Background: an optimization exercise with open tools, aiming at small area, a short achievable clock period and few clock cycles per item. Do not read the settings as production practice.
Where RTL was checked, it was by simulation tests only, not by an equivalence proof against the original.
Only the layout flow was run in run 1; the RTL was not checked for function there.

===== flow/config.mk =====
export PLATFORM = sky130hd
export DESIGN_NAME = arctan
export DESIGN_NICKNAME = arctan
export VERILOG_FILES = /design/flow/design.v
export SDC_FILE = /design/flow/constraint.sdc
export NUM_CORES = 4
export LEC_CHECK = 0
export ABC_AREA = 1
export CAP_MARGIN = 20
export CORE_MARGIN = 2
export CORE_UTILIZATION = 40
export SETUP_SLACK_MARGIN = 2.3
export SLEW_MARGIN = 20

===== flow/constraint.sdc =====
create_clock -name core_clock -period 5.0 [get_ports {s00_axis_aclk}]
set_input_delay 1.0000 -clock core_clock [delete_from_list [all_inputs] [get_ports {s00_axis_aclk}]]
set_output_delay 1.0000 -clock core_clock [all_outputs]
set_load 0.01 [all_outputs]

===== flow/design.v =====
module arctan #
	(
		parameter integer C_S00_AXIS_TDATA_WIDTH	= 32,
		parameter integer C_M00_AXIS_TDATA_WIDTH	= 32,
    parameter integer ITERATIONS = 16
	)
	(
		input wire  s00_axis_aclk, s00_axis_aresetn,
		input wire  s00_axis_tlast, s00_axis_tvalid,
		input wire [C_S00_AXIS_TDATA_WIDTH-1 : 0] s00_axis_tdata,
		input wire [(C_S00_AXIS_TDATA_WIDTH/8)-1: 0] s00_axis_tstrb,
		output logic  s00_axis_tready,
		input wire  m00_axis_aclk, m00_axis_aresetn,
		input wire  m00_axis_tready,
		output logic  m00_axis_tvalid, m00_axis_tlast,
		output logic [C_M00_AXIS_TDATA_WIDTH-1 : 0] m00_axis_tdata,
		output logic [(C_M00_AXIS_TDATA_WIDTH/8)-1: 0] m00_axis_tstrb
	);
  logic ov;   
  wire adv = m00_axis_tready | ~ov;
  assign s00_axis_tready = adv;
  wire signed [15:0] x_in = s00_axis_tdata[15:0];
  wire signed [15:0] y_in = s00_axis_tdata[31:16];
  logic s0_v;
  logic [4:0] s0_side;
  logic signed [15:0] s0_x, s0_y;
  logic [1:0] s0_q;
  logic [0:0] s0_b;
  logic s1_v;
  logic [4:0] s1_side;
  logic signed [15:0] s1_x, s1_y;
  logic [1:0] s1_q;
  logic [1:0] s1_b;
  logic s2_v;
  logic [4:0] s2_side;
  logic signed [15:0] s2_x, s2_y;
  logic [1:0] s2_q;
  logic [2:0] s2_b;
  logic s3_v;
  logic [4:0] s3_side;
  logic signed [15:0] s3_x, s3_y;
  logic [1:0] s3_q;
  logic [3:0] s3_b;
  logic s4_v;
  logic [4:0] s4_side;
  logic signed [15:0] s4_x, s4_y;
  logic [1:0] s4_q;
  logic [4:0] s4_b;
  logic s5_v;
  logic [4:0] s5_side;
  logic signed [15:0] s5_x, s5_y;
  logic [1:0] s5_q;
  logic [5:0] s5_b;
  logic s6_v;
  logic [4:0] s6_side;
  logic signed [15:0] s6_x, s6_y;
  logic [1:0] s6_q;
  logic [6:0] s6_b;
  logic s7_v;
  logic [4:0] s7_side;
  logic signed [15:0] s7_x, s7_y;
  logic [1:0] s7_q;
  logic [7:0] s7_b;
  logic s8_v;
  logic [4:0] s8_side;
  logic signed [15:0] s8_x, s8_y;
  logic [1:0] s8_q;
  logic [8:0] s8_b;
  logic s9_v;
  logic [4:0] s9_side;
  logic signed [15:0] s9_x, s9_y;
  logic [1:0] s9_q;
  logic [9:0] s9_b;
  logic s10_v;
  logic [4:0] s10_side;
  logic signed [15:0] s10_x, s10_y;
  logic [1:0] s10_q;
  logic [10:0] s10_b;
  logic s11_v;
  logic [4:0] s11_side;
  logic signed [15:0] s11_x, s11_y;
  logic [1:0] s11_q;
  logic [11:0] s11_b;
  logic s12_v;
  logic [4:0] s12_side;
  logic signed [15:0] s12_x, s12_y;
  logic [1:0] s12_q;
  logic [12:0] s12_b;
  logic s13_v;
  logic [4:0] s13_side;
  logic signed [15:0] s13_x, s13_y;
  logic [3:0] s13_kpc;
  logic signed [18:0] s13_kk;
  logic [1:0] s13_q;
  logic [13:0] s13_b;
  logic s14_v;
  logic [4:0] s14_side;
  logic signed [18:0] s14_r;
  logic signed [4:0] s14_pc;
  logic [1:0] s14_bl;
  wire c0_neg = x_in[15];
  wire c0_yneg = y_in[15];
  logic signed [15:0] c0_xf, c0_yf;
  assign c0_xf = (x_in ^ {16{c0_neg}}) + 16'(c0_neg);
  assign c0_yf = (y_in ^ {16{c0_neg}}) + 16'(c0_neg);
  wire c0_dn0 = ~c0_yf[15];   
  logic [0:0] c0_b;
  assign c0_b = {c0_dn0};
  always_ff @(posedge s00_axis_aclk) begin
    if (s00_axis_aresetn == 1'b0) s0_v <= 1'b0;
    else if (adv) s0_v <= s00_axis_tvalid;
  end
  always_ff @(posedge s00_axis_aclk) begin
    if (adv) begin
      s0_x <= c0_xf;
      s0_y <= c0_yf;
      s0_q <= {c0_neg, c0_yneg};
      s0_b <= c0_b;
      s0_side <= {s00_axis_tlast, s00_axis_tstrb};
    end
  end
  wire c1_d0 = s0_b[0];   
  logic signed [15:0] c1_x1, c1_y1;
  logic signed [15:0] c1_x1_op;
  assign c1_x1_op = (s0_y >>> 0);
  logic [16:0] c1_x1_s;
  assign c1_x1_s = {s0_x, 1'b1} + {c1_x1_op ^ {16{s0_y[15]}}, s0_y[15]};
  assign c1_x1 = c1_x1_s[16:1];
  logic signed [15:0] c1_y1_op;
  assign c1_y1_op = (s0_x >>> 0);
  logic [16:0] c1_y1_s;
  assign c1_y1_s = {s0_y, 1'b1} + {c1_y1_op ^ {16{c1_d0}}, c1_d0};
  assign c1_y1 = c1_y1_s[16:1];
  wire c1_dn1 = ~c1_y1[15];   
  logic [1:0] c1_b;
  assign c1_b = {c1_dn1, s0_b};
  always_ff @(posedge s00_axis_aclk) begin
    if (s00_axis_aresetn == 1'b0) s1_v <= 1'b0;
    else if (adv) s1_v <= s0_v;
  end
  always_ff @(posedge s00_axis_aclk) begin
    if (adv) begin
      s1_x <= c1_x1;
      s1_y <= c1_y1;
      s1_q <= s0_q;
      s1_b <= c1_b;
      s1_side <= s0_side;
    end
  end
  wire c2_d1 = s1_b[1];   
  logic signed [15:0] c2_x2, c2_y2;
  logic signed [15:0] c2_x2_op;
  assign c2_x2_op = (s1_y >>> 1);
  logic [16:0] c2_x2_s;
  assign c2_x2_s = {s1_x, 1'b1} + {c2_x2_op ^ {16{s1_y[15]}}, s1_y[15]};
  assign c2_x2 = c2_x2_s[16:1];
  logic signed [15:0] c2_y2_op;
  assign c2_y2_op = (s1_x >>> 1);
  logic [16:0] c2_y2_s;
  assign c2_y2_s = {s1_y, 1'b1} + {c2_y2_op ^ {16{c2_d1}}, c2_d1};
  assign c2_y2 = c2_y2_s[16:1];
  wire c2_dn2 = ~c2_y2[15];   
  logic [2:0] c2_b;
  assign c2_b = {c2_dn2, s1_b};
  always_ff @(posedge s00_axis_aclk) begin
    if (s00_axis_aresetn == 1'b0) s2_v <= 1'b0;
    else if (adv) s2_v <= s1_v;
  end
  always_ff @(posedge s00_axis_aclk) begin
    if (adv) begin
      s2_x <= c2_x2;
      s2_y <= c2_y2;
      s2_q <= s1_q;
      s2_b <= c2_b;
      s2_side <= s1_side;
    end
  end
  wire c3_d2 = s2_b[2];   
  logic signed [15:0] c3_x3, c3_y3;
  logic signed [15:0] c3_x3_op;
  assign c3_x3_op = (s2_y >>> 2);
  logic [16:0] c3_x3_s;
  assign c3_x3_s = {s2_x, 1'b1} + {c3_x3_op ^ {16{s2_y[15]}}, s2_y[15]};
  assign c3_x3 = c3_x3_s[16:1];
  logic signed [15:0] c3_y3_op;
  assign c3_y3_op = (s2_x >>> 2);
  logic [16:0] c3_y3_s;
  assign c3_y3_s = {s2_y, 1'b1} + {c3_y3_op ^ {16{c3_d2}}, c3_d2};
  assign c3_y3 = c3_y3_s[16:1];
  wire c3_dn3 = ~c3_y3[15];   
  logic [3:0] c3_b;
  assign c3_b = {c3_dn3, s2_b};
  always_ff @(posedge s00_axis_aclk) begin
    if (s00_axis_aresetn == 1'b0) s3_v <= 1'b0;
    else if (adv) s3_v <= s2_v;
  end
  always_ff @(posedge s00_axis_aclk) begin
    if (adv) begin
      s3_x <= c3_x3;
      s3_y <= c3_y3;
      s3_q <= s2_q;
      s3_b <= c3_b;
      s3_side <= s2_side;
    end
  end
  wire c4_d3 = s3_b[3];   
  logic signed [15:0] c4_x4, c4_y4;
  logic signed [15:0] c4_x4_op;
  assign c4_x4_op = (s3_y >>> 3);
  logic [16:0] c4_x4_s;
  assign c4_x4_s = {s3_x, 1'b1} + {c4_x4_op ^ {16{s3_y[15]}}, s3_y[15]};
  assign c4_x4 = c4_x4_s[16:1];
  logic signed [15:0] c4_y4_op;
  assign c4_y4_op = (s3_x >>> 3);
  logic [16:0] c4_y4_s;
  assign c4_y4_s = {s3_y, 1'b1} + {c4_y4_op ^ {16{c4_d3}}, c4_d3};
  assign c4_y4 = c4_y4_s[16:1];
  wire c4_dn4 = ~c4_y4[15];   
  logic [4:0] c4_b;
  assign c4_b = {c4_dn4, s3_b};
  always_ff @(posedge s00_axis_aclk) begin
    if (s00_axis_aresetn == 1'b0) s4_v <= 1'b0;
    else if (adv) s4_v <= s3_v;
  end
  always_ff @(posedge s00_axis_aclk) begin
    if (adv) begin
      s4_x <= c4_x4;
      s4_y <= c4_y4;
      s4_q <= s3_q;
      s4_b <= c4_b;
      s4_side <= s3_side;
    end
  end
  wire c5_d4 = s4_b[4];   
  logic signed [15:0] c5_x5, c5_y5;
  logic signed [15:0] c5_x5_op;
  assign c5_x5_op = (s4_y >>> 4);
  logic [16:0] c5_x5_s;
  assign c5_x5_s = {s4_x, 1'b1} + {c5_x5_op ^ {16{s4_y[15]}}, s4_y[15]};
  assign c5_x5 = c5_x5_s[16:1];
  logic signed [15:0] c5_y5_op;
  assign c5_y5_op = (s4_x >>> 4);
  logic [16:0] c5_y5_s;
  assign c5_y5_s = {s4_y, 1'b1} + {c5_y5_op ^ {16{c5_d4}}, c5_d4};
  assign c5_y5 = c5_y5_s[16:1];
  wire c5_dn5 = ~c5_y5[15];   
  logic [5:0] c5_b;
  assign c5_b = {c5_dn5, s4_b};
  always_ff @(posedge s00_axis_aclk) begin
    if (s00_axis_aresetn == 1'b0) s5_v <= 1'b0;
    else if (adv) s5_v <= s4_v;
  end
  always_ff @(posedge s00_axis_aclk) begin
    if (adv) begin
      s5_x <= c5_x5;
      s5_y <= c5_y5;
      s5_q <= s4_q;
      s5_b <= c5_b;
      s5_side <= s4_side;
    end
  end
  wire c6_d5 = s5_b[5];   
  logic signed [15:0] c6_x6, c6_y6;
  logic signed [15:0] c6_x6_op;
  assign c6_x6_op = (s5_y >>> 5);
  logic [16:0] c6_x6_s;
  assign c6_x6_s = {s5_x, 1'b1} + {c6_x6_op ^ {16{s5_y[15]}}, s5_y[15]};
  assign c6_x6 = c6_x6_s[16:1];
  logic signed [15:0] c6_y6_op;
  assign c6_y6_op = (s5_x >>> 5);
  logic [16:0] c6_y6_s;
  assign c6_y6_s = {s5_y, 1'b1} + {c6_y6_op ^ {16{c6_d5}}, c6_d5};
  assign c6_y6 = c6_y6_s[16:1];
  wire c6_dn6 = ~c6_y6[15];   
  logic [6:0] c6_b;
  assign c6_b = {c6_dn6, s5_b};
  always_ff @(posedge s00_axis_aclk) begin
    if (s00_axis_aresetn == 1'b0) s6_v <= 1'b0;
    else if (adv) s6_v <= s5_v;
  end
  always_ff @(posedge s00_axis_aclk) begin
    if (adv) begin
      s6_x <= c6_x6;
      s6_y <= c6_y6;
      s6_q <= s5_q;
      s6_b <= c6_b;
      s6_side <= s5_side;
    end
  end
  wire c7_d6 = s6_b[6];   
  logic signed [15:0] c7_x7, c7_y7;
  logic signed [15:0] c7_x7_op;
  assign c7_x7_op = (s6_y >>> 6);
  logic [16:0] c7_x7_s;
  assign c7_x7_s = {s6_x, 1'b1} + {c7_x7_op ^ {16{s6_y[15]}}, s6_y[15]};
  assign c7_x7 = c7_x7_s[16:1];
  logic signed [15:0] c7_y7_op;
  assign c7_y7_op = (s6_x >>> 6);
  logic [16:0] c7_y7_s;
  assign c7_y7_s = {s6_y, 1'b1} + {c7_y7_op ^ {16{c7_d6}}, c7_d6};
  assign c7_y7 = c7_y7_s[16:1];
  wire c7_dn7 = ~c7_y7[15];   
  logic [7:0] c7_b;
  assign c7_b = {c7_dn7, s6_b};
  always_ff @(posedge s00_axis_aclk) begin
    if (s00_axis_aresetn == 1'b0) s7_v <= 1'b0;
    else if (adv) s7_v <= s6_v;
  end
  always_ff @(posedge s00_axis_aclk) begin
    if (adv) begin
      s7_x <= c7_x7;
      s7_y <= c7_y7;
      s7_q <= s6_q;
      s7_b <= c7_b;
      s7_side <= s6_side;
    end
  end
  wire c8_d7 = s7_b[7];   
  logic signed [15:0] c8_x8, c8_y8;
  logic signed [15:0] c8_x8_op;
  assign c8_x8_op = (s7_y >>> 7);
  logic [16:0] c8_x8_s;
  assign c8_x8_s = {s7_x, 1'b1} + {c8_x8_op ^ {16{s7_y[15]}}, s7_y[15]};
  assign c8_x8 = c8_x8_s[16:1];
  logic signed [15:0] c8_y8_op;
  assign c8_y8_op = (s7_x >>> 7);
  logic [16:0] c8_y8_s;
  assign c8_y8_s = {s7_y, 1'b1} + {c8_y8_op ^ {16{c8_d7}}, c8_d7};
  assign c8_y8 = c8_y8_s[16:1];
  wire c8_dn8 = ~c8_y8[15];   
  logic [8:0] c8_b;
  assign c8_b = {c8_dn8, s7_b};
  always_ff @(posedge s00_axis_aclk) begin
    if (s00_axis_aresetn == 1'b0) s8_v <= 1'b0;
    else if (adv) s8_v <= s7_v;
  end
  always_ff @(posedge s00_axis_aclk) begin
    if (adv) begin
      s8_x <= c8_x8;
      s8_y <= c8_y8;
      s8_q <= s7_q;
      s8_b <= c8_b;
      s8_side <= s7_side;
    end
  end
  wire c9_d8 = s8_b[8];   
  logic signed [15:0] c9_x9, c9_y9;
  logic signed [15:0] c9_x9_op;
  assign c9_x9_op = (s8_y >>> 8);
  logic [16:0] c9_x9_s;
  assign c9_x9_s = {s8_x, 1'b1} + {c9_x9_op ^ {16{s8_y[15]}}, s8_y[15]};
  assign c9_x9 = c9_x9_s[16:1];
  logic signed [15:0] c9_y9_op;
  assign c9_y9_op = (s8_x >>> 8);
  logic [16:0] c9_y9_s;
  assign c9_y9_s = {s8_y, 1'b1} + {c9_y9_op ^ {16{c9_d8}}, c9_d8};
  assign c9_y9 = c9_y9_s[16:1];
  wire c9_dn9 = ~c9_y9[15];   
  logic [9:0] c9_b;
  assign c9_b = {c9_dn9, s8_b};
  always_ff @(posedge s00_axis_aclk) begin
    if (s00_axis_aresetn == 1'b0) s9_v <= 1'b0;
    else if (adv) s9_v <= s8_v;
  end
  always_ff @(posedge s00_axis_aclk) begin
    if (adv) begin
      s9_x <= c9_x9;
      s9_y <= c9_y9;
      s9_q <= s8_q;
      s9_b <= c9_b;
      s9_side <= s8_side;
    end
  end
  wire c10_d9 = s9_b[9];   
  logic signed [15:0] c10_x10, c10_y10;
  logic signed [15:0] c10_x10_op;
  assign c10_x10_op = (s9_y >>> 9);
  logic [16:0] c10_x10_s;
  assign c10_x10_s = {s9_x, 1'b1} + {c10_x10_op ^ {16{s9_y[15]}}, s9_y[15]};
  assign c10_x10 = c10_x10_s[16:1];
  logic signed [15:0] c10_y10_op;
  assign c10_y10_op = (s9_x >>> 9);
  logic [16:0] c10_y10_s;
  assign c10_y10_s = {s9_y, 1'b1} + {c10_y10_op ^ {16{c10_d9}}, c10_d9};
  assign c10_y10 = c10_y10_s[16:1];
  wire c10_dn10 = ~c10_y10[15];   
  logic [10:0] c10_b;
  assign c10_b = {c10_dn10, s9_b};
  always_ff @(posedge s00_axis_aclk) begin
    if (s00_axis_aresetn == 1'b0) s10_v <= 1'b0;
    else if (adv) s10_v <= s9_v;
  end
  always_ff @(posedge s00_axis_aclk) begin
    if (adv) begin
      s10_x <= c10_x10;
      s10_y <= c10_y10;
      s10_q <= s9_q;
      s10_b <= c10_b;
      s10_side <= s9_side;
    end
  end
  wire c11_d10 = s10_b[10];   
  logic signed [15:0] c11_x11, c11_y11;
  logic signed [15:0] c11_x11_op;
  assign c11_x11_op = (s10_y >>> 10);
  logic [16:0] c11_x11_s;
  assign c11_x11_s = {s10_x, 1'b1} + {c11_x11_op ^ {16{s10_y[15]}}, s10_y[15]};
  assign c11_x11 = c11_x11_s[16:1];
  logic signed [15:0] c11_y11_op;
  assign c11_y11_op = (s10_x >>> 10);
  logic [16:0] c11_y11_s;
  assign c11_y11_s = {s10_y, 1'b1} + {c11_y11_op ^ {16{c11_d10}}, c11_d10};
  assign c11_y11 = c11_y11_s[16:1];
  wire c11_dn11 = ~c11_y11[15];   
  logic [11:0] c11_b;
  assign c11_b = {c11_dn11, s10_b};
  always_ff @(posedge s00_axis_aclk) begin
    if (s00_axis_aresetn == 1'b0) s11_v <= 1'b0;
    else if (adv) s11_v <= s10_v;
  end
  always_ff @(posedge s00_axis_aclk) begin
    if (adv) begin
      s11_x <= c11_x11;
      s11_y <= c11_y11;
      s11_q <= s10_q;
      s11_b <= c11_b;
      s11_side <= s10_side;
    end
  end
  wire c12_d11 = s11_b[11];   
  logic signed [15:0] c12_x12, c12_y12;
  logic signed [15:0] c12_x12_op;
  assign c12_x12_op = (s11_y >>> 11);
  logic [16:0] c12_x12_s;
  assign c12_x12_s = {s11_x, 1'b1} + {c12_x12_op ^ {16{s11_y[15]}}, s11_y[15]};
  assign c12_x12 = c12_x12_s[16:1];
  logic signed [15:0] c12_y12_op;
  assign c12_y12_op = (s11_x >>> 11);
  logic [16:0] c12_y12_s;
  assign c12_y12_s = {s11_y, 1'b1} + {c12_y12_op ^ {16{c12_d11}}, c12_d11};
  assign c12_y12 = c12_y12_s[16:1];
  wire c12_dn12 = ~c12_y12[15];   
  logic [12:0] c12_b;
  assign c12_b = {c12_dn12, s11_b};
  always_ff @(posedge s00_axis_aclk) begin
    if (s00_axis_aresetn == 1'b0) s12_v <= 1'b0;
    else if (adv) s12_v <= s11_v;
  end
  always_ff @(posedge s00_axis_aclk) begin
    if (adv) begin
      s12_x <= c12_x12;
      s12_y <= c12_y12;
      s12_q <= s11_q;
      s12_b <= c12_b;
      s12_side <= s11_side;
    end
  end
  wire c13_d12 = s12_b[12];   
  logic signed [15:0] c13_x13, c13_y13;
  logic signed [15:0] c13_x13_op;
  assign c13_x13_op = (s12_y >>> 12);
  logic [16:0] c13_x13_s;
  assign c13_x13_s = {s12_x, 1'b1} + {c13_x13_op ^ {16{s12_y[15]}}, s12_y[15]};
  assign c13_x13 = c13_x13_s[16:1];
  logic signed [15:0] c13_y13_op;
  assign c13_y13_op = (s12_x >>> 12);
  logic [16:0] c13_y13_s;
  assign c13_y13_s = {s12_y, 1'b1} + {c13_y13_op ^ {16{c13_d12}}, c13_d12};
  assign c13_y13 = c13_y13_s[16:1];
  logic signed [18:0] c13_k, c13_k0, c13_k1, c13_k2;
  assign c13_k0 = (s12_b[4] ? (s12_b[3] ? (s12_b[2] ? (s12_b[1] ? (s12_b[0] ? 19'sd53037 : 19'sd1567) : (s12_b[0] ? 19'sd22653 : -19'sd28817)) : (s12_b[1] ? (s12_b[0] ? 19'sd36983 : -19'sd14487) : (s12_b[0] ? 19'sd6599 : -19'sd44871))) : (s12_b[2] ? (s12_b[1] ? (s12_b[0] ? 19'sd44889 : -19'sd6581) : (s12_b[0] ? 19'sd14505 : -19'sd36965)) : (s12_b[1] ? (s12_b[0] ? 19'sd28835 : -19'sd22635) : (s12_b[0] ? -19'sd1549 : -19'sd53019)))) : (s12_b[3] ? (s12_b[2] ? (s12_b[1] ? (s12_b[0] ? 19'sd48947 : -19'sd2523) : (s12_b[0] ? 19'sd18563 : -19'sd32907)) : (s12_b[1] ? (s12_b[0] ? 19'sd32893 : -19'sd18577) : (s12_b[0] ? 19'sd2509 : -19'sd48961))) : (s12_b[2] ? (s12_b[1] ? (s12_b[0] ? 19'sd40799 : -19'sd10671) : (s12_b[0] ? 19'sd10415 : -19'sd41055)) : (s12_b[1] ? (s12_b[0] ? 19'sd24745 : -19'sd26725) : (s12_b[0] ? -19'sd5639 : -19'sd57109)))));
  assign c13_k1 = (s12_b[4] ? (s12_b[3] ? (s12_b[2] ? (s12_b[1] ? (s12_b[0] ? 19'sd155980 : 19'sd104510) : (s12_b[0] ? 19'sd125596 : 19'sd74126)) : (s12_b[1] ? (s12_b[0] ? 19'sd139926 : 19'sd88456) : (s12_b[0] ? 19'sd109542 : 19'sd58072))) : (s12_b[2] ? (s12_b[1] ? (s12_b[0] ? 19'sd147832 : 19'sd96362) : (s12_b[0] ? 19'sd117448 : 19'sd65978)) : (s12_b[1] ? (s12_b[0] ? 19'sd131778 : 19'sd80308) : (s12_b[0] ? 19'sd101394 : 19'sd49924)))) : (s12_b[3] ? (s12_b[2] ? (s12_b[1] ? (s12_b[0] ? 19'sd151890 : 19'sd100420) : (s12_b[0] ? 19'sd121506 : 19'sd70036)) : (s12_b[1] ? (s12_b[0] ? 19'sd135836 : 19'sd84366) : (s12_b[0] ? 19'sd105452 : 19'sd53982))) : (s12_b[2] ? (s12_b[1] ? (s12_b[0] ? 19'sd143742 : 19'sd92272) : (s12_b[0] ? 19'sd113358 : 19'sd61888)) : (s12_b[1] ? (s12_b[0] ? 19'sd127688 : 19'sd76218) : (s12_b[0] ? 19'sd97304 : 19'sd45834)))));
  assign c13_k2 = (s12_b[4] ? (s12_b[3] ? (s12_b[2] ? (s12_b[1] ? (s12_b[0] ? -19'sd49906 : -19'sd101376) : (s12_b[0] ? -19'sd80290 : -19'sd131760)) : (s12_b[1] ? (s12_b[0] ? -19'sd65960 : -19'sd117430) : (s12_b[0] ? -19'sd96344 : -19'sd147814))) : (s12_b[2] ? (s12_b[1] ? (s12_b[0] ? -19'sd58054 : -19'sd109524) : (s12_b[0] ? -19'sd88438 : -19'sd139908)) : (s12_b[1] ? (s12_b[0] ? -19'sd74108 : -19'sd125578) : (s12_b[0] ? -19'sd104492 : -19'sd155962)))) : (s12_b[3] ? (s12_b[2] ? (s12_b[1] ? (s12_b[0] ? -19'sd53996 : -19'sd105466) : (s12_b[0] ? -19'sd84380 : -19'sd135850)) : (s12_b[1] ? (s12_b[0] ? -19'sd70050 : -19'sd121520) : (s12_b[0] ? -19'sd100434 : -19'sd151904))) : (s12_b[2] ? (s12_b[1] ? (s12_b[0] ? -19'sd62144 : -19'sd113614) : (s12_b[0] ? -19'sd92528 : -19'sd143998)) : (s12_b[1] ? (s12_b[0] ? -19'sd78198 : -19'sd129668) : (s12_b[0] ? -19'sd108582 : -19'sd160052)))));
  assign c13_k = s12_q[1] ? (s12_q[0] ? c13_k2 : c13_k1) : c13_k0;
  logic [3:0] c13_pc;   
  assign c13_pc = 4'(s12_b[5]) + 4'(s12_b[6]) + 4'(s12_b[7]) + 4'(s12_b[8]) + 4'(s12_b[9]) + 4'(s12_b[10]) + 4'(s12_b[11]) + 4'(s12_b[12]);
  wire c13_dn13 = ~c13_y13[15];   
  logic [13:0] c13_b;
  assign c13_b = {c13_dn13, s12_b};
  always_ff @(posedge s00_axis_aclk) begin
    if (s00_axis_aresetn == 1'b0) s13_v <= 1'b0;
    else if (adv) s13_v <= s12_v;
  end
  always_ff @(posedge s00_axis_aclk) begin
    if (adv) begin
      s13_x <= c13_x13;
      s13_y <= c13_y13;
      s13_kpc <= c13_pc;
      s13_kk <= c13_k;
      s13_q <= s12_q;
      s13_b <= c13_b;
      s13_side <= s12_side;
    end
  end
  wire c14_d13 = s13_b[13];   
  logic signed [15:0] c14_y14;
  logic signed [15:0] c14_y14_op;
  assign c14_y14_op = (s13_x >>> 13);
  logic [16:0] c14_y14_s;
  assign c14_y14_s = {s13_y, 1'b1} + {c14_y14_op ^ {16{c14_d13}}, c14_d13};
  assign c14_y14 = c14_y14_s[16:1];
  wire c14_d14 = ~c14_y14[15];   
  logic signed [18:0] c14_k;
  assign c14_k = s13_kk;
  logic [18:0] c14_bv;
  assign c14_bv = {1'b0, 1'b0, 1'b0, 1'b0, 1'b0, 1'b0, 1'b0, s13_b[5], s13_b[6], s13_b[7], s13_b[8], s13_b[9], s13_b[10], s13_b[11], s13_b[12], 1'b0, 1'b0, 1'b0, 1'b0};
  logic signed [18:0] c14_r;
  logic [8:0] c14_lo;
  assign c14_lo = {1'b0, c14_k[11:4]} + {1'b0, c14_bv[11:4]};
  logic [6:0] c14_h0, c14_h1;
  assign c14_h0 = c14_k[18:12];
  assign c14_h1 = c14_k[18:12] + 7'd1;
  assign c14_r = {c14_lo[8] ? c14_h1 : c14_h0, c14_lo[7:0], c14_k[3:0]};
  logic [3:0] c14_pc;
  assign c14_pc = s13_kpc;
  logic signed [4:0] c14_t;
  assign c14_t = {3'b000, s13_b[13], s13_b[13]} - {1'b0, c14_pc};
  logic [14:0] c14_b;
  assign c14_b = {c14_d14, s13_b};
  always_ff @(posedge s00_axis_aclk) begin
    if (s00_axis_aresetn == 1'b0) s14_v <= 1'b0;
    else if (adv) s14_v <= s13_v;
  end
  always_ff @(posedge s00_axis_aclk) begin
    if (adv) begin
      s14_r <= c14_r;
      s14_pc <= c14_t;
      s14_bl <= c14_b[14:13];
      s14_side <= s13_side;
    end
  end
  logic signed [18:0] c15_ph;
  logic [18:0] c15_su;
  assign c15_su = {s14_r[18:1], 1'b1} + {18'(s14_pc), s14_bl[1]};
  assign c15_ph = {c15_su[18:1], s14_r[0]};
  logic signed [18:0] o_ph;
  logic [4:0] o_side;
  always_ff @(posedge s00_axis_aclk) begin
    if (s00_axis_aresetn == 1'b0) ov <= 1'b0;
    else if (adv) ov <= s14_v;
  end
  always_ff @(posedge s00_axis_aclk) begin
    if (adv) begin
      o_ph <= c15_ph;
      o_side <= s14_side;
    end
  end
  assign m00_axis_tvalid = ov;
  assign m00_axis_tdata = {{(C_M00_AXIS_TDATA_WIDTH-19){o_ph[18]}}, o_ph};
  assign m00_axis_tlast = o_side[4];
  assign m00_axis_tstrb = o_side[3:0];
endmodule

===== flow/run.sh =====
#!/bin/bash
# synth_recipe.tcl (not shown) runs the flow's synth.tcl, then flattens the netlist and writes it again
# the make line also repeats each setting of config.mk as NAME=value (left out here)
make -C /OpenROAD-flow-scripts/flow DESIGN_CONFIG=/design/flow/config.mk WORK_HOME=/design/flow/orfs CLKGATE_MAP_FILE= SYNTH_SCRIPT=/design/flow/synth_recipe.tcl finish

==> out/qor_table.md, run 1 <==
| Quantity | Value | Unit |
| --- | --- | --- |
| Result of the run | no timing/DRC/antenna violations | - |
| Share of post-route cells with drive strength above 1 | 3.78 | % |
| Maximum operating frequency | 333 | MHz |
| Max Root-Sink Buffers | 3 | - |
| Initial antenna violation count | 1 | - |
| Clock slew seen by the registers of the worst setup and hold paths | 0.06 | ns |
| Count of endpoints failing hold in the final timing report | 0 | - |
| Worst Path Arrival | 3.43 | ns |
| Largest registers ranked by flip-flop count | o_ph x19, s13_kk x19, s14_r x19 | - |
| Row cnt | 128 | - |
| Final-report max-slew violation count | 0 | - |
| RSZ-0062 raised after global routing | yes | - |
| Largest net degree at the start of global routing | 150 | - |
| Mean number of vias per cell | 4.85 | - |
| All-Layer GR Usage | 17.8 | % |
| Layout overhead on the synthesized area | 12.4 | % |
| Initial standard-cell utilization of the core | 40.2 | % |
| Number of design rule violations left after detail routing | 0 | - |
| Vias | 37124 | - |
| Type of the tightest min-delay check | flip-flop to flip-flop | - |
| Count of H-tree levels built during CTS | 3 | - |
| Category of the worst setup path launch point | flip-flop | - |
| Top post-synthesis cells by area | sky130_fd_sc_hd__edfxtp_1, sky130_fd_sc_hd__nand2_1, sky130_fd_sc_hd__ha_1 | - |
| Total wirelength of the detailed-routed design | 112 | mm |
| Final RePlAce weighted congestion | 0.910 | - |
| Clock insertion delay at the later pin of the skew report | 0.68 | ns |
| Placed cell area | 51300 | sq um |
| Slew of the pin with the lowest slew margin | 0.834 | ns |
| First drt pass iteration count | 6 | - |
| I/O pin cnt | 82 | - |
| DPL Wire Length | 85.0 | mm |
| Count of buffers inserted at the top-level ports | 79 | - |
| CP Class | flip-flop to flip-flop | - |
| Net count, final | 6383 | - |
| Wire length of the first global-routing pass | 182 | mm |
| Area share of the largest cell type after synthesis | 43.5 | % |
| Syn. warnings | 1 | - |
| Cell Count, Final, Fillers Out | 7651 | - |
| Average instance area after synthesis | 8.41 | sq um |
| Max-Slew Margin vs Limit | 44.4 | % |
| Instance count after placement with tap cells included | 7435 | - |
| Cell with the most instances after synthesis | sky130_fd_sc_hd__nand2_1 | - |
| Maximum clock skew at final layout | 0.0734 | ns |
| Count of flip-flops with a built-in enable after synthesis | 707 | - |
| Vertical die dimension | 353 | microns |
| Most used flip-flop cell after synthesis | sky130_fd_sc_hd__edfxtp_1 | - |
| Final min period | 3.01 | ns |
| Clock tree from TritonCTS | built | - |
| Area enclosed by the die boundary | 125000 | sq um |
| Std-Cell Core Area | 121000 | sq um |
| Remaining number of nets flagged by the antenna check after routing | 0 | - |
| Clk sinks | 723 | - |
| Total CTS buffers | 86 | - |
| Proportion of synthesized flip-flops having asynchronous set or reset | 0 | % |
| Top post-synthesis cells by count | sky130_fd_sc_hd__nand2_1, sky130_fd_sc_hd__edfxtp_1, sky130_fd_sc_hd__inv_1 | - |
| Hold path cells | 0 | - |
| Sequential cell area fraction in the yosys report | 44.2 | % |
| Number of cells produced by synthesis | 5801 | - |
| Depth of the most critical reg-to-reg path | 9 | - |
| Largest fanout on the critical path | 2 | - |
| Die boundary width | 353 | microns |
| Setup-failing EPs final | 0 | - |
| Total nets after synthesis | 6230 | - |
| FF+latch count, synth | 723 | - |
| Via count of the first global-routing pass | 35101 | - |
| Final Instance Area | 54800 | sq um |
| Data required, critical path | 5.43 | ns |
| Sum of overflow across all layers after global routing | 0 | - |
| Drt initial violations | 2256 | - |
| Maximum Capacitance Violations | 0 | - |
| WL/cell | 14.7 | microns |
| Category of the worst setup path capture point | flip-flop | - |
| Root buffer cell | sky130_fd_sc_hd__clkbuf_16 | - |
| Final-layout setup total negative slack | 0 | ns |
| Flop-to-flop setup slack | 1.99 | ns |
| Final worst-path cycle share | 60.1 | % |
| Area of the mapped netlist | 48800 | sq um |
| Cell taking the most area after synthesis | sky130_fd_sc_hd__edfxtp_1 | - |
| Unique masters post-synth | 47 | - |
==> what timing repair did <==
item	CTS	global route
cloned	1	0
setup endpoints to repair	98	491
buffers inserted	26	29
gates resized for setup	28	7
pin swaps	2	1
hold buffers	0	0
==> cell usage in the layout, fill, tap and decap left out, drive strengths merged, types with 28 or more instances in the layout <==
cell type,instances
nand2,1841
edfxtp,707
inv,654
xor2,512
nor2,452
nand3,395
ha,379
a21oi,327
o21ai,172
clkbuf,108
nor3,68
buf,65
clkdlybuf4s50,62
and2,39
xnor2,36
nand4,33
clkinv,33
a21o,28
==> cell families after synthesis <==
family	share of synthesized area [%]
compound gates	6.05
xor+xnor	10.0
fa+ha+maj	10.0
buf+inv	5.92
flops	44.2
mux	0.0231
simple gates	23.8
==> metrics by stage <==
stage	hold WS, ns	setup WS (ns)	util, %
6_report	0.403	1.99	45.1
5_1_grt	0.415	1.89	45.1
4_1_cts	0.399	1.97	44.9
3_5_place_dp	0.405	1.42	42.2
3_3_place_gp	0.400	1.42	42.2
2_1_floorplan	0.400	1.07	-
==> final timing paths <==
kind                                        endpoint               start
worst min register to register     s5_b[1]$_DFFE_PP_   s4_b[1]$_DFFE_PP_
worst max-delay path            s13_kpc[1]$_DFFE_PP_  s12_b[8]$_DFFE_PP_
worst max register to register  s13_kpc[1]$_DFFE_PP_  s12_b[8]$_DFFE_PP_
worst min-delay path               s5_b[1]$_DFFE_PP_   s4_b[1]$_DFFE_PP_
==> cell type report <==
class	count	area (sq um)
fill	11917	66600
multi-input combinational	4349	24400
sequential	723	21600
inverter	650	2460
clock buffer	107	2230
tap	1625	2030
timing repair buffer	143	1450
clock inverter	52	624
timing repair inverter	1	8.76
antenna	1	2.50
==> routing by layer <==
layer	GRT usage, %	vias up	routed length (microns)
met5	0	-	0
met4	5.06	0	2700
met3	2.43	158	4810
met2	30.4	650	53200
met1	23.6	16859	51500
li1	-	19457	-
==> worst max-delay path, stage by stage (launching register included) <==
cell	delay (ns)
sky130_fd_sc_hd__edfxtp_1	0.41
sky130_fd_sc_hd__fa_1	0.55
sky130_fd_sc_hd__inv_1	0.05
sky130_fd_sc_hd__fa_1	0.49
sky130_fd_sc_hd__fa_1	0.40
sky130_fd_sc_hd__inv_1	0.07
sky130_fd_sc_hd__ha_2	0.17
sky130_fd_sc_hd__inv_2	0.04
sky130_fd_sc_hd__fa_2	0.55
sky130_fd_sc_hd__inv_1	0.03
==> run 2: changes to the inputs <==
--- a/flow/design.v
+++ b/flow/design.v
@@ -91,3 +91,2 @@
   logic signed [15:0] s13_x, s13_y;
-  logic [3:0] s13_kpc;
   logic signed [18:0] s13_kk;
@@ -474,4 +473,2 @@
   assign c13_k = s12_q[1] ? (s12_q[0] ? c13_k2 : c13_k1) : c13_k0;
-  logic [3:0] c13_pc;   
-  assign c13_pc = 4'(s12_b[5]) + 4'(s12_b[6]) + 4'(s12_b[7]) + 4'(s12_b[8]) + 4'(s12_b[9]) + 4'(s12_b[10]) + 4'(s12_b[11]) + 4'(s12_b[12]);
   wire c13_dn13 = ~c13_y13[15];   
@@ -487,3 +484,2 @@
       s13_y <= c13_y13;
-      s13_kpc <= c13_pc;
       s13_kk <= c13_k;
@@ -514,3 +510,3 @@
   logic [3:0] c14_pc;
-  assign c14_pc = s13_kpc;
+  assign c14_pc = (s13_b[12] ? (s13_b[11] ? (s13_b[10] ? (s13_b[9] ? (s13_b[8] ? (s13_b[7] ? (s13_b[6] ? (s13_b[5] ? 4'd8 : 4'd7) : (s13_b[5] ? 4'd7 : 4'd6)) : (s13_b[6] ? (s13_b[5] ? 4'd7 : 4'd6) : (s13_b[5] ? 4'd6 : 4'd5))) : (s13_b[7] ? (s13_b[6] ? (s13_b[5] ? 4'd7 : 4'd6) : (s13_b[5] ? 4'd6 : 4'd5)) : (s13_b[6] ? (s13_b[5] ? 4'd6 : 4'd5) : (s13_b[5] ? 4'd5 : 4'd4)))) : (s13_b[8] ? (s13_b[7] ? (s13_b[6] ? (s13_b[5] ? 4'd7 : 4'd6) : (s13_b[5] ? 4'd6 : 4'd5)) : (s13_b[6] ? (s13_b[5] ? 4'd6 : 4'd5) : (s13_b[5] ? 4'd5 : 4'd4))) : (s13_b[7] ? (s13_b[6] ? (s13_b[5] ? 4'd6 : 4'd5) : (s13_b[5] ? 4'd5 : 4'd4)) : (s13_b[6] ? (s13_b[5] ? 4'd5 : 4'd4) : (s13_b[5] ? 4'd4 : 4'd3))))) : (s13_b[9] ? (s13_b[8] ? (s13_b[7] ? (s13_b[6] ? (s13_b[5] ? 4'd7 : 4'd6) : (s13_b[5] ? 4'd6 : 4'd5)) : (s13_b[6] ? (s13_b[5] ? 4'd6 : 4'd5) : (s13_b[5] ? 4'd5 : 4'd4))) : (s13_b[7] ? (s13_b[6] ? (s13_b[5] ? 4'd6 : 4'd5) : (s13_b[5] ? 4'd5 : 4'd4)) : (s13_b[6] ? (s13_b[5] ? 4'd5 : 4'd4) : (s13_b[5] ? 4'd4 : 4'd3)))) : (s13_b[8] ? (s13_b[7] ? (s13_b[6] ? (s13_b[5] ? 4'd6 : 4'd5) : (s13_b[5] ? 4'd5 : 4'd4)) : (s13_b[6] ? (s13_b[5] ? 4'd5 : 4'd4) : (s13_b[5] ? 4'd4 : 4'd3))) : (s13_b[7] ? (s13_b[6] ? (s13_b[5] ? 4'd5 : 4'd4) : (s13_b[5] ? 4'd4 : 4'd3)) : (s13_b[6] ? (s13_b[5] ? 4'd4 : 4'd3) : (s13_b[5] ? 4'd3 : 4'd2)))))) : (s13_b[10] ? (s13_b[9] ? (s13_b[8] ? (s13_b[7] ? (s13_b[6] ? (s13_b[5] ? 4'd7 : 4'd6) : (s13_b[5] ? 4'd6 : 4'd5)) : (s13_b[6] ? (s13_b[5] ? 4'd6 : 4'd5) : (s13_b[5] ? 4'd5 : 4'd4))) : (s13_b[7] ? (s13_b[6] ? (s13_b[5] ? 4'd6 : 4'd5) : (s13_b[5] ? 4'd5 : 4'd4)) : (s13_b[6] ? (s13_b[5] ? 4'd5 : 4'd4) : (s13_b[5] ? 4'd4 : 4'd3)))) : (s13_b[8] ? (s13_b[7] ? (s13_b[6] ? (s13_b[5] ? 4'd6 : 4'd5) : (s13_b[5] ? 4'd5 : 4'd4)) : (s13_b[6] ? (s13_b[5] ? 4'd5 : 4'd4) : (s13_b[5] ? 4'd4 : 4'd3))) : (s13_b[7] ? (s13_b[6] ? (s13_b[5] ? 4'd5 : 4'd4) : (s13_b[5] ? 4'd4 : 4'd3)) : (s13_b[6] ? (s13_b[5] ? 4'd4 : 4'd3) : (s13_b[5] ? 4'd3 : 4'd2))))) : (s13_b[9] ? (s13_b[8] ? (s13_b[7] ? (s13_b[6] ? (s13_b[5] ? 4'd6 : 4'd5) : (s13_b[5] ? 4'd5 : 4'd4)) : (s13_b[6] ? (s13_b[5] ? 4'd5 : 4'd4) : (s13_b[5] ? 4'd4 : 4'd3))) : (s13_b[7] ? (s13_b[6] ? (s13_b[5] ? 4'd5 : 4'd4) : (s13_b[5] ? 4'd4 : 4'd3)) : (s13_b[6] ? (s13_b[5] ? 4'd4 : 4'd3) : (s13_b[5] ? 4'd3 : 4'd2)))) : (s13_b[8] ? (s13_b[7] ? (s13_b[6] ? (s13_b[5] ? 4'd5 : 4'd4) : (s13_b[5] ? 4'd4 : 4'd3)) : (s13_b[6] ? (s13_b[5] ? 4'd4 : 4'd3) : (s13_b[5] ? 4'd3 : 4'd2))) : (s13_b[7] ? (s13_b[6] ? (s13_b[5] ? 4'd4 : 4'd3) : (s13_b[5] ? 4'd3 : 4'd2)) : (s13_b[6] ? (s13_b[5] ? 4'd3 : 4'd2) : (s13_b[5] ? 4'd2 : 4'd1))))))) : (s13_b[11] ? (s13_b[10] ? (s13_b[9] ? (s13_b[8] ? (s13_b[7] ? (s13_b[6] ? (s13_b[5] ? 4'd7 : 4'd6) : (s13_b[5] ? 4'd6 : 4'd5)) : (s13_b[6] ? (s13_b[5] ? 4'd6 : 4'd5) : (s13_b[5] ? 4'd5 : 4'd4))) : (s13_b[7] ? (s13_b[6] ? (s13_b[5] ? 4'd6 : 4'd5) : (s13_b[5] ? 4'd5 : 4'd4)) : (s13_b[6] ? (s13_b[5] ? 4'd5 : 4'd4) : (s13_b[5] ? 4'd4 : 4'd3)))) : (s13_b[8] ? (s13_b[7] ? (s13_b[6] ? (s13_b[5] ? 4'd6 : 4'd5) : (s13_b[5] ? 4'd5 : 4'd4)) : (s13_b[6] ? (s13_b[5] ? 4'd5 : 4'd4) : (s13_b[5] ? 4'd4 : 4'd3))) : (s13_b[7] ? (s13_b[6] ? (s13_b[5] ? 4'd5 : 4'd4) : (s13_b[5] ? 4'd4 : 4'd3)) : (s13_b[6] ? (s13_b[5] ? 4'd4 : 4'd3) : (s13_b[5] ? 4'd3 : 4'd2))))) : (s13_b[9] ? (s13_b[8] ? (s13_b[7] ? (s13_b[6] ? (s13_b[5] ? 4'd6 : 4'd5) : (s13_b[5] ? 4'd5 : 4'd4)) : (s13_b[6] ? (s13_b[5] ? 4'd5 : 4'd4) : (s13_b[5] ? 4'd4 : 4'd3))) : (s13_b[7] ? (s13_b[6] ? (s13_b[5] ? 4'd5 : 4'd4) : (s13_b[5] ? 4'd4 : 4'd3)) : (s13_b[6] ? (s13_b[5] ? 4'd4 : 4'd3) : (s13_b[5] ? 4'd3 : 4'd2)))) : (s13_b[8] ? (s13_b[7] ? (s13_b[6] ? (s13_b[5] ? 4'd5 : 4'd4) : (s13_b[5] ? 4'd4 : 4'd3)) : (s13_b[6] ? (s13_b[5] ? 4'd4 : 4'd3) : (s13_b[5] ? 4'd3 : 4'd2))) : (s13_b[7] ? (s13_b[6] ? (s13_b[5] ? 4'd4 : 4'd3) : (s13_b[5] ? 4'd3 : 4'd2)) : (s13_b[6] ? (s13_b[5] ? 4'd3 : 4'd2) : (s13_b[5] ? 4'd2 : 4'd1)))))) : (s13_b[10] ? (s13_b[9] ? (s13_b[8] ? (s13_b[7] ? (s13_b[6] ? (s13_b[5] ? 4'd6 : 4'd5) : (s13_b[5] ? 4'd5 : 4'd4)) : (s13_b[6] ? (s13_b[5] ? 4'd5 : 4'd4) : (s13_b[5] ? 4'd4 : 4'd3))) : (s13_b[7] ? (s13_b[6] ? (s13_b[5] ? 4'd5 : 4'd4) : (s13_b[5] ? 4'd4 : 4'd3)) : (s13_b[6] ? (s13_b[5] ? 4'd4 : 4'd3) : (s13_b[5] ? 4'd3 : 4'd2)))) : (s13_b[8] ? (s13_b[7] ? (s13_b[6] ? (s13_b[5] ? 4'd5 : 4'd4) : (s13_b[5] ? 4'd4 : 4'd3)) : (s13_b[6] ? (s13_b[5] ? 4'd4 : 4'd3) : (s13_b[5] ? 4'd3 : 4'd2))) : (s13_b[7] ? (s13_b[6] ? (s13_b[5] ? 4'd4 : 4'd3) : (s13_b[5] ? 4'd3 : 4'd2)) : (s13_b[6] ? (s13_b[5] ? 4'd3 : 4'd2) : (s13_b[5] ? 4'd2 : 4'd1))))) : (s13_b[9] ? (s13_b[8] ? (s13_b[7] ? (s13_b[6] ? (s13_b[5] ? 4'd5 : 4'd4) : (s13_b[5] ? 4'd4 : 4'd3)) : (s13_b[6] ? (s13_b[5] ? 4'd4 : 4'd3) : (s13_b[5] ? 4'd3 : 4'd2))) : (s13_b[7] ? (s13_b[6] ? (s13_b[5] ? 4'd4 : 4'd3) : (s13_b[5] ? 4'd3 : 4'd2)) : (s13_b[6] ? (s13_b[5] ? 4'd3 : 4'd2) : (s13_b[5] ? 4'd2 : 4'd1)))) : (s13_b[8] ? (s13_b[7] ? (s13_b[6] ? (s13_b[5] ? 4'd4 : 4'd3) : (s13_b[5] ? 4'd3 : 4'd2)) : (s13_b[6] ? (s13_b[5] ? 4'd3 : 4'd2) : (s13_b[5] ? 4'd2 : 4'd1))) : (s13_b[7] ? (s13_b[6] ? (s13_b[5] ? 4'd3 : 4'd2) : (s13_b[5] ? 4'd2 : 4'd1)) : (s13_b[6] ? (s13_b[5] ? 4'd2 : 4'd1) : (s13_b[5] ? 4'd1 : 4'd0))))))));
   logic signed [4:0] c14_t;
--- a/flow/config.mk
+++ b/flow/config.mk
@@ -11,3 +11,3 @@
 export CORE_UTILIZATION = 40
-export SETUP_SLACK_MARGIN = 2.3
+export SETUP_SLACK_MARGIN = 2.5
 export SLEW_MARGIN = 20
==> run 2 against run 1 <==
- still clean on timing, DRC and antenna
- first-iteration DRC count shrank 12%
- global-route usage shrank 1.1 points
- fmax up 18%
- synthesized area shrank 6.7%
- wire length decreased by 11%
- highest routed layer unchanged
==> out/qor_table.md, run 2 <==
| Quantity | Value | Unit | Change |
| --- | --- | --- | --- |
| Result of the run | no timing/DRC/antenna violations | - | unchanged |
| Net count, final | 5292 | - | was 6383 |
| I/O pin cnt | 82 | - | unchanged |
| Top post-synthesis cells by area | sky130_fd_sc_hd__edfxtp_1, sky130_fd_sc_hd__xor2_1, sky130_fd_sc_hd__ha_1 | - | was sky130_fd_sc_hd__edfxtp_1, sky130_fd_sc_hd__nand2_1, sky130_fd_sc_hd__ha_1 |
| Source of the worst register-to-register timing path | s13_b[6]$_DFFE_PP_ | - | was s12_b[8]$_DFFE_PP_ |
| Flop-to-flop setup slack | 2.49 | ns | was 1.99 ns |
| Largest fanout on the critical path | 2 | - | unchanged |
| Category of the worst setup path capture point | output port | - | was flip-flop |
| Total wirelength of the detailed-routed design | 99.8 | mm | was 112 mm |
| Slew of the pin with the lowest slew margin | 1.03 | ns | was 0.834 ns |
| Total CTS buffers | 85 | - | was 86 |
| Slowest cell on crit path | sky130_fd_sc_hd__nor2_4 | - | was sky130_fd_sc_hd__fa_1 |
| Die boundary width | 341 | microns | was 353 microns |
| Cell with the most instances after synthesis | sky130_fd_sc_hd__nand2_1 | - | unchanged |
| Max-Slew Margin vs Limit | 31.4 | % | was 44.4% |
| Initial antenna violation count | 0 | - | was 1 |
| Maximum cell stage delay along the critical path | 0.21 | ns | was 0.55 ns |
| # diodes | 0 | - | was 1 |
| Share of post-route cells with drive strength above 1 | 10.1 | % | was 3.78% |
| Clock insertion delay at the later pin of the skew report | 0.66 | ns | was 0.68 ns |
| Number of design rule violations left after detail routing | 0 | - | unchanged |
| Final-report max-slew violation count | 0 | - | unchanged |
| Layout overhead on the synthesized area | 15.8 | % | was 12.4% |
| Worst R2R End | s14_pc[3]$_DFFE_PP_ | - | was s13_kpc[1]$_DFFE_PP_ |
| Average instance area after synthesis | 9.86 | sq um | was 8.41 sq um |
| CP Class | primary input to output port | - | was flip-flop to flip-flop |
| Syn. warnings | 1 | - | unchanged |
| Number of filler cells placed in the layout | 10618 | - | was 11917 |
| Count of flip-flops with a built-in enable after synthesis | 703 | - | was 707 |
| Cell taking the most area after synthesis | sky130_fd_sc_hd__edfxtp_1 | - | unchanged |
| Mean number of vias per cell | 4.97 | - | was 4.85 |
| Clock slew seen by the registers of the worst setup and hold paths | 0.06 | ns | about the same |
| Maximum Capacitance Violations | 0 | - | unchanged |
| Commonest cells after routing, fill and taps aside | sky130_fd_sc_hd__nand2_1, sky130_fd_sc_hd__edfxtp_1, sky130_fd_sc_hd__xor2_1 | - | was sky130_fd_sc_hd__nand2_1, sky130_fd_sc_hd__edfxtp_1, sky130_fd_sc_hd__inv_1 |
| Setup-failing EPs final | 0 | - | unchanged |
| Type of the tightest min-delay check | flip-flop to flip-flop | - | unchanged |
| Count of buffers inserted at the top-level ports | 79 | - | unchanged |
| Terminating pin of the worst hold path | s12_b[9]$_DFFE_PP_ | - | was s5_b[1]$_DFFE_PP_ |
| Sum of overflow across all layers after global routing | 0 | - | unchanged |
| Sequence of cells on the critical path | clkbuf_2 -> nor2_4 -> inv_12 -> buf_8 | - | was fa_1 -> inv_1 -> fa_1 -> fa_1 -> inv_1 -> ha_2 -> inv_2 -> fa_2 -> inv_1 |
| RSZ-0062 raised after global routing | yes | - | unchanged |
| Category of the worst setup path launch point | primary input | - | was flip-flop |
| Most used flip-flop cell after synthesis | sky130_fd_sc_hd__edfxtp_1 | - | unchanged |
| Root buffer cell | sky130_fd_sc_hd__clkbuf_16 | - | unchanged |
| Worst Path Arrival | 1.55 | ns | was 3.43 ns |
| Final worst-path cycle share | 51.0 | % | was 60.1% |
| Total nets after synthesis | 5042 | - | was 6230 |
| WL/cell | 15.5 | microns | was 14.7 microns |
| Depth of the most critical reg-to-reg path | 14 | - | was 9 |
| Proportion of synthesized flip-flops having asynchronous set or reset | 0 | % | unchanged |
| Clk sinks | 719 | - | was 723 |
| Sequential cell area fraction in the yosys report | 47.1 | % | was 44.2% |
| Drt initial violations | 1983 | - | was 2256 |
| Area share of the largest cell type after synthesis | 46.4 | % | was 43.5% |
| Worst hold margin | 0.403 | ns | about the same |
| Remaining number of nets flagged by the antenna check after routing | 0 | - | unchanged |
| Hold path cells | 0 | - | unchanged |
| Final min period | 2.55 | ns | was 3.01 ns |
| Clock tree from TritonCTS | built | - | unchanged |
| FF+latch count, synth | 719 | - | was 723 |
| CP Buf/Inv Count | 3 | - | was 4 |
| Final-layout setup total negative slack | 0 | ns | unchanged |
| Area of the mapped netlist | 45500 | sq um | was 48800 sq um |
| All-Layer GR Usage | 16.7 | % | was 17.8% |
| First drt pass iteration count | 6 | - | unchanged |
| Vias | 31967 | - | was 37124 |
| Count of endpoints failing hold in the final timing report | 0 | - | unchanged |
| Top post-synthesis cells by count | sky130_fd_sc_hd__nand2_1, sky130_fd_sc_hd__edfxtp_1, sky130_fd_sc_hd__xor2_1 | - | was sky130_fd_sc_hd__nand2_1, sky130_fd_sc_hd__edfxtp_1, sky130_fd_sc_hd__inv_1 |
| Maximum clock skew at final layout | 0.0353 | ns | was 0.0734 ns |
| Final design utilization | 46.8 | % | was 45.1% |
| Origin of the worst min-delay path | s11_b[9]$_DFFE_PP_ | - | was s4_b[1]$_DFFE_PP_ |
| Most common library cell in the layout ignoring fill and taps | sky130_fd_sc_hd__nand2_1 | - | unchanged |
| Max Root-Sink Buffers | 3 | - | unchanged |
| Area enclosed by the die boundary | 117000 | sq um | was 125000 sq um |
| Via count of the first global-routing pass | 30326 | - | was 35101 |
| Wire length of the first global-routing pass | 158 | mm | was 182 mm |
| Data required, critical path | 4.00 | ns | was 5.43 ns |
| Number of cells produced by synthesis | 4617 | - | was 5801 |
| Largest registers ranked by flip-flop count | o_ph x19, s13_kk x19, s14_r x19 | - | unchanged |
| Largest net degree at the start of global routing | 199 | - | was 150 |
| Count of H-tree levels built during CTS | 3 | - | unchanged |
| Row cnt | 123 | - | was 128 |
| Top cell family by delay on the critical path | buffers and inverters | - | was adder cells |
| Final RePlAce weighted congestion | 0.856 | - | was 0.910 |
| Vertical die dimension | 341 | microns | was 353 microns |
| Unique masters post-synth | 61 | - | was 47 |
| Initial standard-cell utilization of the core | 40.4 | % | was 40.2% |
| Std-Cell Core Area | 113000 | sq um | was 121000 sq um |
| Placed cell area | 47900 | sq um | was 51300 sq um |
| DPL Wire Length | 72.8 | mm | was 85.0 mm |
| Maximum operating frequency | 392 | MHz | was 333 MHz |
| Final Instance Area | 52700 | sq um | was 54800 sq um |
run 2: changes by cell type after synthesis, moves of 25 or more:
cell and delta:
sky130_fd_sc_hd__nor2_1 -146, sky130_fd_sc_hd__inv_1 -212, sky130_fd_sc_hd__xnor2_1 +99, sky130_fd_sc_hd__o21bai_1 +41
sky130_fd_sc_hd__o21ai_0 +44, sky130_fd_sc_hd__buf_2 -25, sky130_fd_sc_hd__and2_1 -38, sky130_fd_sc_hd__xor2_1 +92
sky130_fd_sc_hd__nand2_1 -1021, sky130_fd_sc_hd__nand3_1 -167
run 2: worst max path at each step:
stage                                from         endpoint  slack (ns)  cells past startpoint
after global placement    m00_axis_tready  s00_axis_tready        1.37                      4
after global routing      ov$_SDFFE_PN0P_  s00_axis_tready        2.38                      4
final                     m00_axis_tready  s00_axis_tready        2.45                      4
after detailed placement  m00_axis_tready  s00_axis_tready        1.37                      4
after floorplan           m00_axis_tready  s00_axis_tready        1.08                      3
after CTS                 m00_axis_tready  s00_axis_tready        2.21                      4
run 2: cell type report:
class | instances | area (sq um) | share of cell area [%]
Multi-Input combinational cell | 3386 | 22900 | 43.3
Sequential cell | 719 | 21400 | 40.6
Clock buffer | 91 | 2160 | 4.10
Timing Repair Buffer | 236 | 2150 | 4.08
Tap cell | 1500 | 1880 | 3.56
Inverter | 438 | 1660 | 3.15
Clock inverter | 59 | 583 | 1.11
Timing Repair inverter | 1 | 8.76 | 0.0166
run 2: per-stage QoR:
stage	worst slack [ns]	std cells
3_3_place_gp	1.37	6134
3_5_place_dp	1.37	6134
5_1_grt	2.38	6430
4_1_cts	2.21	6359
6_report	2.45	6430
2_1_floorplan	1.08	4617
run 2: what timing repair did:
action,CTS,global route
hold buffers,0,0
pin swaps,3,66
cloned,1,1
gates resized for setup,111,244
hold endpoints to repair,0,0
setup buffers,74,70
setup endpoints to repair,236,572
run 2: per-layer routing:
metal	track usage [%]	share of wire, %	vias up
met3	2.53	4.1	134
met2	27.8	47	545
met5	0	0	-
li1	-	-	16397
met1	22.4	46	14891
met4	5.30	2.5	0
run 2: cell families (layout without fill, tap and decap cells):
kind of cell | Yosys count | after routing | synth area share [%]
buf+inv | 513 | 825 | 4.54
xor+xnor | 742 | 743 | 14.5
compound gates | 763 | 763 | 9.46
flops | 719 | 719 | 47.1
mux | 4 | 4 | 0.0907
fa+ha+maj | 382 | 382 | 10.6
simple gates | 1494 | 1494 | 13.8
Testbench counts of run 2, summed over its fixed seeds: cycles 16,128, items 16,000.
==> run 3: changes to the inputs <==
--- a/flow/config.mk
+++ b/flow/config.mk
@@ -10,3 +10,3 @@
 export CORE_MARGIN = 2
-export CORE_UTILIZATION = 40
+export CORE_UTILIZATION = 55
 export SETUP_SLACK_MARGIN = 2.5
==> run 3 against run 2 <==
- wire length decreased by 0.15%
- hold slack gained 0.0096 ns
- highest routed layer unchanged
- critical path type unchanged
- clock skew down 0.021 ns
- utilization is 17 points higher
- flip-flop and latch count unchanged
- still clean on timing, DRC and antenna
- via count down 0.12%
==> out/qor_table.md, run 3 <==
| Quantity | Value | Unit | Change |
| --- | --- | --- | --- |
| Result of the run | no timing/DRC/antenna violations | - | unchanged |
| Crit path setup slack, layout | 2.43 | ns | was 2.45 ns |
| CP Buf/Inv Count | 3 | - | unchanged |
| Mean number of vias per cell | 5.31 | - | was 4.97 |
| Final worst-path cycle share | 51.4 | % | was 51.0% |
| Final min period | 2.57 | ns | was 2.55 ns |
| Cell Count, Final, Fillers Out | 6017 | - | was 6430 |
| Wire length of the first global-routing pass | 158 | mm | about the same |
| Clock tree from TritonCTS | built | - | unchanged |
| Data required, critical path | 4.00 | ns | about the same |
| Net count, final | 5312 | - | was 5292 |
| Via count of the first global-routing pass | 30421 | - | was 30326 |
| Maximum cell stage delay along the critical path | 0.19 | ns | was 0.21 ns |
| Category of the worst setup path launch point | primary input | - | unchanged |
| Type of the tightest min-delay check | flip-flop to flip-flop | - | unchanged |
| Maximum Capacitance Violations | 0 | - | unchanged |
| Slew of the pin with the lowest slew margin | 0.977 | ns | was 1.03 ns |
| Setup-failing EPs final | 0 | - | unchanged |
| Area of the mapped netlist | 45500 | sq um | unchanged |
| Multi-input gate area | 23200 | sq um | was 22900 sq um |
| Proportion of synthesized flip-flops having asynchronous set or reset | 0 | % | unchanged |
| DPL Wire Length | 73.2 | mm | was 72.8 mm |
| Count of endpoints failing hold in the final timing report | 0 | - | unchanged |
| Number of filler cells placed in the layout | 6799 | - | was 10618 |
| Average instance area after synthesis | 9.86 | sq um | unchanged |
| Count of flip-flops with a built-in enable after synthesis | 703 | - | unchanged |
| Final-report max-slew violation count | 0 | - | unchanged |
| Category of the worst setup path capture point | output port | - | unchanged |
| Worst slack after detailed placement | 1.42 | ns | was 1.37 ns |
| Placed cell area | 47400 | sq um | was 47900 sq um |
| Number of design rule violations left after detail routing | 0 | - | unchanged |
| Die boundary width | 292 | microns | was 341 microns |
| Vias | 31930 | - | was 31967 |
| Most common library cell in the layout ignoring fill and taps | sky130_fd_sc_hd__nand2_1 | - | unchanged |
| Initial standard-cell utilization of the core | 55.5 | % | was 40.4% |
| All-Layer GR Usage | 23.0 | % | was 16.7% |
| Instance count after placement with tap cells included | 5703 | - | was 6134 |
| RSZ-0062 raised after global routing | yes | - | unchanged |
| Drt initial violations | 1686 | - | was 1983 |
| Most used flip-flop cell after synthesis | sky130_fd_sc_hd__edfxtp_1 | - | unchanged |
| Top post-synthesis cells by count | sky130_fd_sc_hd__nand2_1, sky130_fd_sc_hd__edfxtp_1, sky130_fd_sc_hd__xor2_1 | - | unchanged |
| Count of H-tree levels built during CTS | 3 | - | unchanged |
| Cell taking the most area after synthesis | sky130_fd_sc_hd__edfxtp_1 | - | unchanged |
| Clk sinks | 719 | - | unchanged |
| Clock insertion delay at the later pin of the skew report | 0.63 | ns | was 0.66 ns |
| Syn. warnings | 1 | - | unchanged |
| Root buffer cell | sky130_fd_sc_hd__clkbuf_16 | - | unchanged |
| Maximum operating frequency | 389 | MHz | was 392 MHz |
| Max Root-Sink Buffers | 3 | - | unchanged |
| Top post-synthesis cells by area | sky130_fd_sc_hd__edfxtp_1, sky130_fd_sc_hd__xor2_1, sky130_fd_sc_hd__ha_1 | - | unchanged |
| FF+latch count, synth | 719 | - | unchanged |
| WL/cell | 16.6 | microns | was 15.5 microns |
| Layout overhead on the synthesized area | 15.4 | % | was 15.8% |
| CP Class | primary input to output port | - | unchanged |
| Area share of the largest cell type after synthesis | 46.4 | % | unchanged |
| Slowest cell on crit path | sky130_fd_sc_hd__nor2_4 | - | unchanged |
| Final design utilization | 64.1 | % | was 46.8% |
| Largest registers ranked by flip-flop count | o_ph x19, s13_kk x19, s14_r x19 | - | unchanged |
| Final RePlAce weighted congestion | 0.878 | - | was 0.856 |
| Unique masters post-synth | 61 | - | unchanged |
| Sum of overflow across all layers after global routing | 0 | - | unchanged |
| Sequence of cells on the critical path | dlymetal6s2s_1 -> nor2_4 -> inv_12 -> buf_2 | - | was clkbuf_2 -> nor2_4 -> inv_12 -> buf_8 |
| Flip-flop and latch area | 21400 | sq um | unchanged |
| Total wirelength of the detailed-routed design | 99.6 | mm | was 99.8 mm |
| Remaining number of nets flagged by the antenna check after routing | 0 | - | unchanged |
| Cell with the most instances after synthesis | sky130_fd_sc_hd__nand2_1 | - | unchanged |
| Sequential cell area fraction in the yosys report | 47.1 | % | unchanged |
| Area enclosed by the die boundary | 85100 | sq um | was 117000 sq um |
| Vertical die dimension | 292 | microns | was 341 microns |
| Worst Path Arrival | 1.57 | ns | was 1.55 ns |
| First drt pass iteration count | 6 | - | unchanged |
| Top cell family by delay on the critical path | buffers and inverters | - | unchanged |
| Std-Cell Core Area | 82000 | sq um | was 113000 sq um |
| Largest fanout on the critical path | 3 | - | was 2 |
| Clock slew seen by the registers of the worst setup and hold paths | 0.06 | ns | about the same |
| Number of cells produced by synthesis | 4617 | - | unchanged |
| Count of buffers inserted at the top-level ports | 79 | - | unchanged |
| Share of post-route cells with drive strength above 1 | 11.2 | % | was 10.1% |
| Final-layout setup total negative slack | 0 | ns | unchanged |
| Max-Slew Margin vs Limit | 34.9 | % | was 31.4% |
| I/O pin cnt | 82 | - | unchanged |
| Initial antenna violation count | 1 | - | was 0 |
| Row cnt | 105 | - | was 123 |
| Maximum clock skew at final layout | 0.0144 | ns | was 0.0353 ns |
| Largest net degree at the start of global routing | 188 | - | was 199 |
| Total nets after synthesis | 5042 | - | unchanged |
| Commonest cells after routing, fill and taps aside | sky130_fd_sc_hd__nand2_1, sky130_fd_sc_hd__edfxtp_1, sky130_fd_sc_hd__xor2_1 | - | unchanged |
| Total CTS buffers | 80 | - | was 85 |
| Final Instance Area | 52500 | sq um | was 52700 sq um |
## run 3: cell counts after synthesis
No cell type changed its count.
## run 3: kinds of logic (layout without fill, tap and decap cells)
| kind of cell | Yosys count | in the layout | synth area share, % |
|---|---|---|---|
| AO/OA/AOI/OAI | 763 | 763 | 9.46 |
| XOR/XNOR | 742 | 743 | 14.5 |
| adder cells (fa/ha/maj) | 382 | 382 | 10.6 |
| buffers and inverters | 513 | 841 | 4.54 |
| flip-flops | 719 | 719 | 47.1 |
| multiplexers | 4 | 4 | 0.0907 |
| other | 0 | 1 | 0 |
| AND/OR/NAND/NOR | 1494 | 1494 | 13.8 |
## run 3: routing by layer
layer	vias to the layer above	share of wire, %	GRT usage, %
met1	14827	45	30.8
met5	-	0	0
met2	527	49	39.3
met4	0	2.6	6.22
li1	16424	-	-
met3	152	3.2	2.88
## run 3: repair_timing
| action | in CTS | in global routing |
|---|---|---|
| endpoints found under the setup margin | 329 | 736 |
| gates cloned | 1 | 1 |
| buffers inserted | 96 | 74 |
| gates resized for setup | 103 | 301 |
| hold buffers | 0 | 0 |
| pin swaps | 6 | 101 |
## run 3: per-stage QoR
step | hold WS (ns)
global placement | 0.400
finish | 0.412
floorplan | 0.400
CTS | 0.411
detailed placement | 0.405
global route | 0.419
## run 3: worst paths after layout
check,start,end,slack [ns],cells after the start
worst min-delay path,s6_side[2]$_DFFE_PP_,s7_side[2]$_DFFE_PP_,0.41,0
worst max register to register,s13_b[5]$_DFFE_PP_,s14_pc[3]$_DFFE_PP_,2.49,14
worst min register to register,s6_side[2]$_DFFE_PP_,s7_side[2]$_DFFE_PP_,0.41,0
worst max-delay path,m00_axis_tready,s00_axis_tready,2.43,4
## run 3: layout make-up
cell class              instances  area share [%]
multi-input cells            3386            44.1
flip-flops and latches        719            40.8
repair buffers                261            4.54
clock buffers                  99            3.99
inverters                     438            3.16
well taps                    1070            2.55
clock inverters                42           0.839
repair inverters                1          0.0167
diodes                          1         0.00476

-- re-timing with driven ports --
How much do the figures lean on ideal ports? The routed layouts below were timed once more, with nothing changed but the port constraints. Step 1 assumes that a clkbuf_16 drives the clock port and a buf_2 every other input. Step 2 also shifts input and output timing later by t, the mid clock arrival at the registers, as if the neighbouring blocks saw the same clock. Three values: ideal ports, drivers, drivers and shift; two values: the first two.
run	t, ns	slack for setup (ns)	clock arrival spread, ns	worst register clock-pin slew, ns	cell pins on the clock port's net
run 1	0.719	1.993 / 1.993 / 1.828	0.075 / 0.075	0.06 / 0.06	1
run 2	0.715	2.449 / 2.411 / 1.902	0.041 / 0.042	0.07 / 0.07	1
run 3	0.685	2.429 / 2.410 / 1.996	0.016 / 0.017	0.06 / 0.06	1
After both steps every run listed still meets setup and hold. For run 2, which loses most, drivers alone change the setup slack by -0.038 ns; drivers and shift together by -0.547 ns.
